From an optimization exercise on the open Yosys and OpenROAD flow, aimed at small area; shortcuts taken in it are not production practice.
Function was checked by simulation only, so behaviour that the tests miss may differ from the original.

==> job 2099 <==
Design bch_kes_chien, start of the top module:
module bch_kes_chien(clk, rstn, start, gsynd,
                     aadd1, aadd2, aadd3, aadd4, aadd5, aadd6, aadd7, aadd8);
clock: 8.0 ns
lec_check: 0
cap_margin: 20
core_margin: 2
core_utilization: 40
slew_margin: 20
run.sh (not shown) runs the stock make flow with config.mk's settings and CLKGATE_MAP_FILE= SYNTH_SCRIPT=/design/flow/synth_recipe.tcl, a recipe that flattens the netlist after the stock synthesis.
==> job 2278: changes against job 2099 <==
--- a/flow/design.v
+++ b/flow/design.v
@@ -18,19 +18,20 @@
   end
 end
 assign y = p[12:0];
 endmodule
 module feedback_ckt(Din,start,Qout,clk,reset);
 input [12:0]Din;
 input start,clk,reset;
 output reg [12:0]Qout;
-always@(posedge clk)
+always@(posedge clk or negedge reset)
 begin
-  Qout <= start ? Qout : Din;
+  if(!reset) Qout <= 13'd0;
+  else if(!start) Qout <= Din;
 end
 endmodule
 module degree_computation(deg_Ri,deg_Qi,stop_i,d1out,start, 
                           deg_Ro,deg_Qo,stop_o,sw, 
                           clk,reset);
 input [4:0]deg_Ri,deg_Qi;
 input [12:0]d1out;
 input stop_i,clk,start,reset;
@@ -46,33 +47,33 @@
 assign sw=sw_reg;
 assign deg_Ro=DR3;
 assign deg_Qo=DQ3;
 assign stop_o=((mr_signal<5'd8) || (mq_signal<5'd8)) && start_reg;
 always@(posedge clk or negedge reset)
 begin
   if(!reset)
   begin
+    sw_reg <= 1'b0;
     start_reg <= 1'b1;
+    DR1 <= 5'd0; DR2 <= 5'd0; DR3 <= 5'd0;
+    DQ1 <= 5'd0; DQ2 <= 5'd0; DQ3 <= 5'd0;
   end
   else
   begin
+    sw_reg <= (deg_Ri<deg_Qi);
+    DR1 <= deg_Ri;
+    DQ1 <= deg_Qi;
+    DR2 <= rmux_signal;
+    DQ2 <= qmux_signal;
+    DR3 <= stop_i ? DR2 : mr_signal;
+    DQ3 <= stop_i ? DQ2 : mq_signal;
     start_reg <= start;
   end
 end
-always@(posedge clk)
-begin
-  sw_reg <= (deg_Ri<deg_Qi);
-  DR1 <= deg_Ri;
-  DQ1 <= deg_Qi;
-  DR2 <= rmux_signal;
-  DQ2 <= qmux_signal;
-  DR3 <= stop_i ? DR2 : mr_signal;
-  DQ3 <= stop_i ? DQ2 : mq_signal;
-end
 endmodule
 module euclidean_cell(deg_Ri,deg_Qi,stop_i,
                       Rin,Qin,Lin,Uin,start, 
                       deg_Ro,deg_Qo,stop_o,
                       Rout,Qout,Lout,Uout,st_out, 
                       clk,reset);
 input clk,reset;
 input stop_i;
@@ -105,29 +106,30 @@
 assign Rout = stop_i ? R2 : add1out;
 assign Qout = stop_i ? Q2 : Q3;
 assign Lout = stop_i ? L2 : add2out;
 assign Uout = stop_i ? U2 : U3;
 always@(posedge clk or negedge reset)
 begin
   if(!reset)
   begin
+    R1 <= 13'b0; R2 <= 13'b0;
+    Q1 <= 13'b0; Q2 <= 13'b0; Q3 <= 13'b0;
+    L1 <= 13'b0; L2 <= 13'b0;
+    U1 <= 13'b0; U2 <= 13'b0; U3 <= 13'b0;
     S1 <= 1'b1; S2 <= 1'b1; S3 <= 1'b1;
   end
   else
   begin
+    R1 <= Rin; Q1 <= Qin; L1 <= Lin; U1 <= Uin;
+    R2 <= r_mux; Q2 <= q_mux; L2 <= l_mux; U2 <= u_mux;
+    Q3 <= Q2; U3 <= U2;
     S1 <= start; S2 <= S1; S3 <= S2;
   end
 end
-always@(posedge clk)
-begin
-  R1 <= Rin; Q1 <= Qin; L1 <= Lin; U1 <= Uin;
-  R2 <= r_mux; Q2 <= q_mux; L2 <= l_mux; U2 <= u_mux;
-  Q3 <= Q2; U3 <= U2;
-end
 endmodule
 module euclidean_4cells(stop_i,Rin,Qin,Uin,start,close_loop,Lout,clk,reset);
 input clk,reset;
 input stop_i;
 input close_loop;    
 input [12:0]Rin,Qin,Uin;
 input start;
 output [12:0]Lout;
@@ -177,44 +179,49 @@
   .Rout(Rout),.Qout(Qout),.Lout(Lout_temp),.Uout(Uout),.st_out(st_out),
   .clk(clk),.reset(reset));
 feedback_ckt F1(.Din(Qout),.start(ST2),.Qout(out_sel),.clk(clk),.reset(reset));
 assign Lout = (out_sel!=13'd0) ? L2 : Uout_temp;
 always@(posedge clk or negedge reset)
 begin
   if(!reset)
   begin
+    stop1 <= 3'b111; stop2 <= 3'b111; stop3 <= 3'b111;
+    L1 <= 13'd0; L2 <= 13'd0;
+    ST1 <= 1'b0; ST2 <= 1'b0;
+    Uout_temp <= 13'b0;
     feedback_sel <= 1'b1;
     in_valid <= 1'b0;
     St_reg <= 1'b1;
     SS_reg <= 1'b1;
+    Rin_reg <= 13'b0; Qin_reg <= 13'b0; Uin_reg <= 13'b0;
+    s_reg <= 3'b111;
+    DR <= 40'b0; DQ <= 40'b0; STOP <= 8'hff; START <= 8'hff;
+    R <= 104'b0; Q <= 104'b0; LLL <= 104'b0; U <= 104'b0;
   end
   else
   begin
+    stop1 <= {stop1[1:0],Lstop1};
+    stop2 <= {stop2[1:0],Lstop2};
+    stop3 <= {stop3[1:0],Lstop3};
+    L1 <= Lout_temp; L2 <= L1;
+    ST1 <= stop_o; ST2 <= ST1;
+    Uout_temp <= Uout;
     in_valid <= 1'b1;
     St_reg <= stop_i;
     SS_reg <= start;
+    Rin_reg <= Rin; Qin_reg <= Qin; Uin_reg <= Uin;
+    DR <= {DR[34:0],dRo}; DQ <= {DQ[34:0],dQo};
+    STOP <= {STOP[6:0],stop_o}; START <= {START[6:0],st_out};
+    R <= {R[90:0],Rout}; Q <= {Q[90:0],Qout};
+    LLL <= {LLL[90:0],Lout_temp}; U <= {U[90:0],Uout};
+    s_reg <= {s_reg[1:0],STOP[7]};
     if(close_loop) feedback_sel <= 1'b0;
   end
 end
-always@(posedge clk)
-begin
-  DR <= {DR[34:0],dRo}; DQ <= {DQ[34:0],dQo};
-  STOP <= {STOP[6:0],stop_o}; START <= {START[6:0],st_out};
-  R <= {R[90:0],Rout}; Q <= {Q[90:0],Qout};
-  LLL <= {LLL[90:0],Lout_temp}; U <= {U[90:0],Uout};
-  s_reg <= {s_reg[1:0],STOP[7]};
-  stop1 <= {stop1[1:0],Lstop1};
-  stop2 <= {stop2[1:0],Lstop2};
-  stop3 <= {stop3[1:0],Lstop3};
-  L1 <= Lout_temp; L2 <= L1;
-  ST1 <= stop_o; ST2 <= ST1;
-  Uout_temp <= Uout;
-  Rin_reg <= Rin; Qin_reg <= Qin; Uin_reg <= Uin;
-end
 endmodule
 module chien_search_p16_t8(lambda0,lambda1,lambda2,lambda3,lambda4,lambda5,lambda6,lambda7,lambda8,
                            enable,sel,clk,reset,x);
 input [12:0] lambda0,lambda1,lambda2,lambda3,lambda4,lambda5,lambda6,lambda7,lambda8;
 input enable,sel,clk,reset;
 output reg [16:1] x;
 reg [12:0] col0,col1,col2,col3,col4,col5,col6,col7,col8;
 wire [86:0] t1;
@@ -2185,38 +2192,42 @@
 wire [12:0] s11=col0^p1_11^p2_11^p3_11^p4_11^p5_11^p6_11^p7_11^p8_11;
 wire [12:0] s12=col0^p1_12^p2_12^p3_12^p4_12^p5_12^p6_12^p7_12^p8_12;
 wire [12:0] s13=col0^p1_13^p2_13^p3_13^p4_13^p5_13^p6_13^p7_13^p8_13;
 wire [12:0] s14=col0^p1_14^p2_14^p3_14^p4_14^p5_14^p6_14^p7_14^p8_14;
 wire [12:0] s15=col0^p1_15^p2_15^p3_15^p4_15^p5_15^p6_15^p7_15^p8_15;
 wire [12:0] s16=col0^p1_16^p2_16^p3_16^p4_16^p5_16^p6_16^p7_16^p8_16;
 always@(posedge clk)
 begin
-  if(enable) begin
+  if(!reset) begin
+    col0<=13'd0;
+    col1<=13'd0;
+    col2<=13'd0;
+    col3<=13'd0;
+    col4<=13'd0;
+    col5<=13'd0;
+    col6<=13'd0;
+    col7<=13'd0;
+    col8<=13'd0;
+  end else if(enable) begin
     col0<=sel?lambda0:col0;
     col1<=sel?ld1:u1;
     col2<=sel?ld2:u2;
     col3<=sel?ld3:u3;
     col4<=sel?ld4:u4;
     col5<=sel?ld5:u5;
     col6<=sel?ld6:u6;
     col7<=sel?ld7:u7;
     col8<=sel?ld8:u8;
   end
 end
-reg loaded;
-always@(posedge clk or negedge reset)
-begin
-  if(!reset) loaded<=1'b0;
-  else if(enable&sel) loaded<=1'b1;
-end
 always@(posedge clk or negedge reset)
 begin
   if(!reset) x<=16'd0;
-  else if(enable) x<=loaded ? {|s16,|s15,|s14,|s13,|s12,|s11,|s10,|s9,|s8,|s7,|s6,|s5,|s4,|s3,|s2,|s1} : 16'd0;
+  else if(enable) x<={|s16,|s15,|s14,|s13,|s12,|s11,|s10,|s9,|s8,|s7,|s6,|s5,|s4,|s3,|s2,|s1};
 end
 endmodule
 module correct_module_4cells_p16(rstn,clk,start,gsynd,
                   aadd1,aadd2,aadd3,aadd4,aadd5,aadd6,aadd7,aadd8);
 input rstn,clk,start; 
 input [12:0]gsynd; 
 output [12:0]aadd1,aadd2,aadd3,aadd4,aadd5,aadd6,aadd7,aadd8;
 wire [12:0]Lout;
@@ -2353,51 +2364,79 @@
 begin
       Rin <= Rin;
       Uin <= Uin;
       start_eu <= start_eu;
       count    <= count;
       stop_i   <= stop_i;
 end
 end 
-always@(posedge clk)
+always@(posedge clk or negedge rstn)
+begin
+if(!rstn)
 begin
-  err_loc0 <= Lout;
-  err_loc1 <= err_loc0;
-  err_loc2 <= err_loc1;
-  err_loc3 <= err_loc2;
-  err_loc4 <= err_loc3;
-  err_loc5 <= err_loc4;
-  err_loc6 <= err_loc5;
-  err_loc7 <= err_loc6;
-  err_loc8 <= err_loc7;
+err_loc0 <= 13'b0;
+err_loc1 <= 13'b0;
+err_loc2 <= 13'b0;
+err_loc3 <= 13'b0;
+err_loc4 <= 13'b0;
+err_loc5 <= 13'b0;
+err_loc6 <= 13'b0;
+err_loc7 <= 13'b0;
+err_loc8 <= 13'b0;
+sel_ch <= 1'b0;
 end
-always@(posedge clk or negedge rstn)
+else if(start==1 & enable_cs)
 begin
-  if(!rstn)
-    sel_ch <= 1'b0;
-  else if(start==1 & enable_cs)
-    sel_ch <= (count==10'd82);
+err_loc0 <= Lout;
+err_loc1 <= err_loc0;
+err_loc2 <= err_loc1;
+err_loc3 <= err_loc2;
+err_loc4 <= err_loc3;
+err_loc5 <= err_loc4;
+err_loc6 <= err_loc5;
+err_loc7 <= err_loc6;
+err_loc8 <= err_loc7;
+if(count==10'd82) 
+begin
+   sel_ch <= 1'b1;
+end
+else
+begin
+   sel_ch <= 1'b0;
 end
+end  
+else
+begin
+err_loc0 <= err_loc0;
+err_loc1 <= err_loc1;
+err_loc2 <= err_loc2;
+err_loc3 <= err_loc3;
+err_loc4 <= err_loc4;
+err_loc5 <= err_loc5;
+err_loc6 <= err_loc6;
+err_loc7 <= err_loc7;
+err_loc8 <= err_loc8;
+sel_ch <= sel_ch;
+end
+end 
 reg       start_aadd_d;
 reg enable_cs_r;
-reg e_sum_ok;
-wire [15:0] nzx = ~{x16,x15,x14,x13,x12,x11,x10,x9,x8,x7,x6,x5,x4,x3,x2,x1};
-wire nzx_le1 = ((nzx & (nzx - 16'd1)) == 16'd0) | (&nzx);
+reg  [3:0]e_sum_r; 
 reg [15:0]e_vecter_r; 
 always@(posedge clk or negedge rstn)
 begin
 	if(!rstn) begin
    enable_cs_r<= 1'b0;
 	end
 	else begin
    enable_cs_r<= enable_cs;
    end
 end
-assign   enable_cs = (err_count<=13'd4208 && error_number<=4'd8)?e_sum_ok:(1'b0);  
+assign   enable_cs = (err_count<=13'd4208 && error_number<=4'd8)?((e_sum_r<=3'd1)?1'b1:1'b0):(1'b0);  
 assign x1 =(enable_cs==1&&sig_all_zero==1)?(x1_w ):e1;
 assign x2 =(enable_cs==1&&sig_all_zero==1)?(x2_w ):e2;          
 assign x3 =(enable_cs==1&&sig_all_zero==1)?(x3_w ):e3;          
 assign x4 =(enable_cs==1&&sig_all_zero==1)?(x4_w ):e4;          
 assign x5 =(enable_cs==1&&sig_all_zero==1)?(x5_w ):e5;          
 assign x6 =(enable_cs==1&&sig_all_zero==1)?(x6_w ):e6;          
 assign x7 =(enable_cs==1&&sig_all_zero==1)?(x7_w ):e7;          
 assign x8 =(enable_cs==1&&sig_all_zero==1)?(x8_w ):e8;          
@@ -2448,24 +2487,25 @@
      aadd[0]  <= 13'd8191;
      aadd[1]  <= 13'd8191;
      aadd[2]  <= 13'd8191;
      aadd[3]  <= 13'd8191;
      aadd[4]  <= 13'd8191;
      aadd[5]  <= 13'd8191;
      aadd[6]  <= 13'd8191;
      aadd[7]  <= 13'd8191;
-     e_sum_ok <= 1'b1;
+     e_sum_r <= 3'b0;
      err_count  <= 13'd4208;  
      error_number  <= 4'b0;
      start_aadd  <= 1'b0;
 end
 else if(start==1 )
 begin
-    e_sum_ok <= nzx_le1;
+    e_sum_r <= {3'd0,~x1}+{3'd0,~x2}+{3'd0,~x3}+{3'd0,~x4}+{3'd0,~x5}+{3'd0,~x6}+{3'd0,~x7}+{3'd0,~x8}+{3'd0,~x9}
+          +{3'd0,~x10}+{3'd0,~x11}+{3'd0,~x12}+{3'd0,~x13}+{3'd0,~x14}+{3'd0,~x15}+{3'd0,~x16};
   if(start_aadd==1)
         begin  
            if(e1go)
                  begin
                      aadd[error_number]  <= {err_count[12:4], 4'd15}; 
                      error_number        <= error_number+4'b1;
                  end
 				else if(e2go)
@@ -2562,17 +2602,17 @@
      aadd[0]  <= aadd[0];
      aadd[1]  <= aadd[1];
      aadd[2]  <= aadd[2];
      aadd[3]  <= aadd[3];
      aadd[4]  <= aadd[4];
      aadd[5]  <= aadd[5];
      aadd[6]  <= aadd[6];
      aadd[7]  <= aadd[7];
-     e_sum_ok <= e_sum_ok;
+     e_sum_r <= e_sum_r;
      err_count  <= err_count;  
      error_number  <= error_number ;
      start_aadd  <= start_aadd;
 end
 end  
 always@(posedge clk or negedge rstn)
 begin
 if(!rstn)
==> qor summary <==
|  | job 2278 | job 2099 |
|---|---|---|
| Fmax | 157 MHz | 184 MHz |
| Worst hold path endpoint | u_core.euclidean.R[78] | u_core.euclidean.stop3[1] |
| Count of multi-input gates | 11.2k | 10.7k |
| Maximum number of pins on one net before global-route repair | 175 | 136 |
| Fillcell total | 31.3k | 29.3k |
| Cell area after synthesis | 0.130 mm2 | 0.121 mm2 |
| Logic depth of the worst register-to-register path | 19 | 10 |
| Initial DRC count | 15.2k | 14.7k |
| Layout Area Growth over Synthesis | 12.1% | 12.2% |
| Relative slew slack | 2.25% | 7.82% |
| Largest stage delay on the critical path | 0.76 ns | 1.01 ns |
| Result of the run | no timing/DRC/antenna violations | no timing/DRC/antenna violations |

re-timing with driven ports:
How much do the figures lean on ideal ports? The routed layouts below were timed once more, with nothing changed but the port constraints. Step 1 (the two cells are an assumption about what drives the block):
set clk [get_ports {clk}]
set_driving_cell -lib_cell sky130_fd_sc_hd__clkbuf_16 $clk
set_driving_cell -lib_cell sky130_fd_sc_hd__buf_2 [delete_from_list [all_inputs] $clk]
Step 2, shift: input delay + t, output delay - t, t = (earliest + latest rising clock arrival at the registers) / 2. This alone moves slack from input paths to output paths. Three values: ideal ports, drivers, drivers and shift; two values: the first two.
run	t, ns	setup WS [ns]	worst setup path at the end	worst register clock-pin slew, ns	cell pins on the clock port's net
job 2099	1.029	2.569 / 2.569 / 2.569	register to register	0.10 / 0.10	1
job 2278	0.971	1.617 / 1.617 / 1.617	register to register	0.08 / 0.08	1
After both steps setup and hold are still met in every run listed.
